Background: an optimization exercise with open tools, aiming at small area, a short achievable clock period and few clock cycles per item. Do not read the settings as production practice. The RTL was checked by simulation tests, not by an equivalence proof against the original design. Power is estimated from default activity; no workload was simulated.

juniper:
// fpmul
module fpmul(
    input wire Clk,
    input wire Rst,
    input wire Start,
    input wire [31:0] A,
    input wire [31:0] B,
    output wire Done,
    output wire [31:0] P,
    output wire UF,
    output wire OF,
    output wire NaNF,
    output wire InfF,
    output wire DNF,
    output wire ZF );
Size: about 2100 cells after synthesis, ~110 I/O pins, ~0.019 mm² of cells after synthesis.
Settings: LEC_CHECK=0, CAP_MARGIN=20, CORE_MARGIN=2, CORE_UTILIZATION=40, PLACE_DENSITY=0.6, SETUP_SLACK_MARGIN=2.6, SLEW_MARGIN=20, SYNTH_HIERARCHICAL=1; clock period 8.0 ns.
standard.sh (not shown) runs the stock make flow with config.mk's settings and CLKGATE_MAP_FILE= SYNTH_SCRIPT=/design/flow/synth_recipe.tcl, a recipe that flattens the netlist after the stock synthesis.
==> flow/flow/run.sh <==
#!/bin/bash
# Layout flow: the standard flow (standard.sh), run unchanged for
# synthesis, then for the rest of the layout with two ORFS settings changed:
# the port buffers are buf_4 cells (instead of the delay cells the resizer
# picks by default), and timing repair may resize a cell to one of another
# footprint. Each make run's output is kept in its own log file here.
set -euo pipefail
cd "$(dirname "$0")/.."
bash standard.sh synth > synth.log 2>&1
sed 's|"\${@:-finish}"|MATCH_CELL_FOOTPRINT=0 "BUFFER_PORTS_ARGS=-buffer_cell sky130_fd_sc_hd__buf_4" "${@:-finish}"|' \
    standard.sh > layout.sh
grep -q 'MATCH_CELL_FOOTPRINT=0' layout.sh
bash layout.sh finish > layout.log 2>&1
juniper completed; timing, DRC and antenna clean
Testbench counts of juniper, summed over its fixed seeds: cycles 4,096, items 2,048.
Modified inputs, xenon compared to juniper
-- flow/config.mk --
<<< juniper, line 11
export PLACE_DENSITY = 0.6
export SETUP_SLACK_MARGIN = 2.6
export SLEW_MARGIN = 20
>>> xenon, line 11
export PLACE_DENSITY = 0.6
export SETUP_SLACK_MARGIN = 2.9
export SLEW_MARGIN = 20
==> comparison <==
Re routed wire length: juniper and xenon aren't equal, and the lower value belongs to juniper. Proportion of cell area occupied by registers was lower in xenon than in juniper. Diff juniper and xenon: total iterations of the first detailed-routing run lower in xenon. xenon has part of the total power dissipated in combinational logic above what juniper had. xenon finished every step from synthesis to the final layout, and the layout passed the timing, design-rule and antenna checks. Setup slack in xenon is larger than in juniper. xenon vs. juniper: maximum frequency climbed about 4.6%, final cell utilization of the core now sits higher.
> inputs changed (xenon -> maple)
-- flow/config.mk --
<<< xenon, line 9
export CORE_MARGIN = 2
export CORE_UTILIZATION = 40
export PLACE_DENSITY = 0.6
export SETUP_SLACK_MARGIN = 2.9
export SLEW_MARGIN = 20
>>> maple, line 9
export CORE_MARGIN = 2
export CORE_UTILIZATION = 50
export PLACE_DENSITY = 0.7
export SETUP_SLACK_MARGIN = 2.75
export SLEW_MARGIN = 20
==> results.txt <==
- xenon → maple: multi-input gate share of the layout cell area higher; average wire per cell in the routed design lower; combined global-route utilization of all metal layers higher.
- NOTE post-route standard cell area excluding fillers xenon->maple decreased by a few percent
- Row actual transition at the worst max-transition pin: maple lower / xenon higher
The following lists how pepper was set up differently from maple:
==> flow/flow/run.sh <==
#!/bin/bash
# Layout flow: the standard flow (standard.sh), run unchanged for
# synthesis, then for the rest of the layout with two ORFS settings changed:
# the port buffers are buf_2 cells (instead of the delay cells the resizer
# picks by default), and timing repair may resize a cell to one of another
# footprint. Each make run's output is kept in its own log file here.
set -euo pipefail
cd "$(dirname "$0")/.."
bash standard.sh synth > synth.log 2>&1
sed 's|"\${@:-finish}"|MATCH_CELL_FOOTPRINT=0 "BUFFER_PORTS_ARGS=-buffer_cell sky130_fd_sc_hd__buf_2" "${@:-finish}"|' \
    standard.sh > layout.sh
grep -q 'MATCH_CELL_FOOTPRINT=0' layout.sh
bash layout.sh finish > layout.log 2>&1
-- flow/config.mk --
<<< maple, line 9
export CORE_MARGIN = 2
export CORE_UTILIZATION = 50
export PLACE_DENSITY = 0.7
export SETUP_SLACK_MARGIN = 2.75
>>> pepper, line 9
export CORE_MARGIN = 2
export CORE_UTILIZATION = 40
export PLACE_DENSITY = 0.6
export SETUP_SLACK_MARGIN = 2.75
Notes after the runs:
pepper was carried through to the last stage, and its layout satisfied the timing, design-rule and antenna checks.
maple → pepper: fmax stayed essentially flat, share of the final layout cell area in sequential cells about even, total power comparable, non-clock buffer count fell 3.8%.
Met2 global-route usage: pepper < maple
Going from maple to pepper, maximum net fanout on the critical path shrinks by 13.
Worst-case hold slack delta (maple -> pepper): insignificant
The multi-input logic portion of the cell area of pepper is higher than that of maple.
Input-level comparison between fjord and pepper:
==> flow/flow/run.sh <==
#!/bin/bash
# Layout flow: the standard flow (standard.sh), run unchanged for
# synthesis, then for the rest of the layout with two ORFS settings changed:
# the port buffers are buf_4 cells (instead of the delay cells the resizer
# picks by default), and timing repair may resize a cell to one of another
# footprint. Each make run's output is kept in its own log file here.
set -euo pipefail
cd "$(dirname "$0")/.."
bash standard.sh synth > synth.log 2>&1
sed 's|"\${@:-finish}"|MATCH_CELL_FOOTPRINT=0 "BUFFER_PORTS_ARGS=-buffer_cell sky130_fd_sc_hd__buf_4" "${@:-finish}"|' \
    standard.sh > layout.sh
grep -q 'MATCH_CELL_FOOTPRINT=0' layout.sh
bash layout.sh finish > layout.log 2>&1
--- outcome ---
Reported leakage power is higher on pepper. Final critical-path required period (lower): pepper. [fjord] synthesis-to-layout area growth fell 0.36 points relative to pepper.

## re-timing with driven ports
The flow's constraints put no driver on any port. The routed layouts listed below were extracted and timed again, unchanged, in two steps.
Step 1 sets driving cells, clkbuf_16 on the clock port and buf_2 on the other inputs (assumed; they add their load-dependent delay and slew).
Step 2 times the ports against the registers' clock, not the clock port: input delays grow and output delays shrink by t, the midpoint of the rising clock arrivals with the driver on.
a / b / c = no drivers / after step 1 / after step 2; a / b = the first two.
| run | shift t [ns] | setup WS [ns] | worst setup path after step 2 | latest minus earliest clock arrival (ns) | pins driven straight from the clock port |
|---|---|---|---|---|---|
| juniper | 0.412 | 2.685 / 2.714 / 2.301 | input to register | 0.014 / 0.015 | 1 |
| xenon | 0.417 | 2.916 / 2.801 / 2.384 | input to register | 0.015 / 0.014 | 1 |
| maple | 0.398 | 2.794 / 2.748 / 2.350 | input to register | 0.024 / 0.024 | 1 |
| pepper | 0.409 | 2.801 / 2.829 / 2.419 | input to register | 0.014 / 0.015 | 1 |
| fjord | 0.424 | 2.785 / 2.810 / 2.385 | input to register | 0.027 / 0.027 | 1 |
After both steps setup and hold are still met in every run listed. For xenon, which loses most, drivers alone change the setup slack by -0.115 ns; drivers and shift together by -0.532 ns.
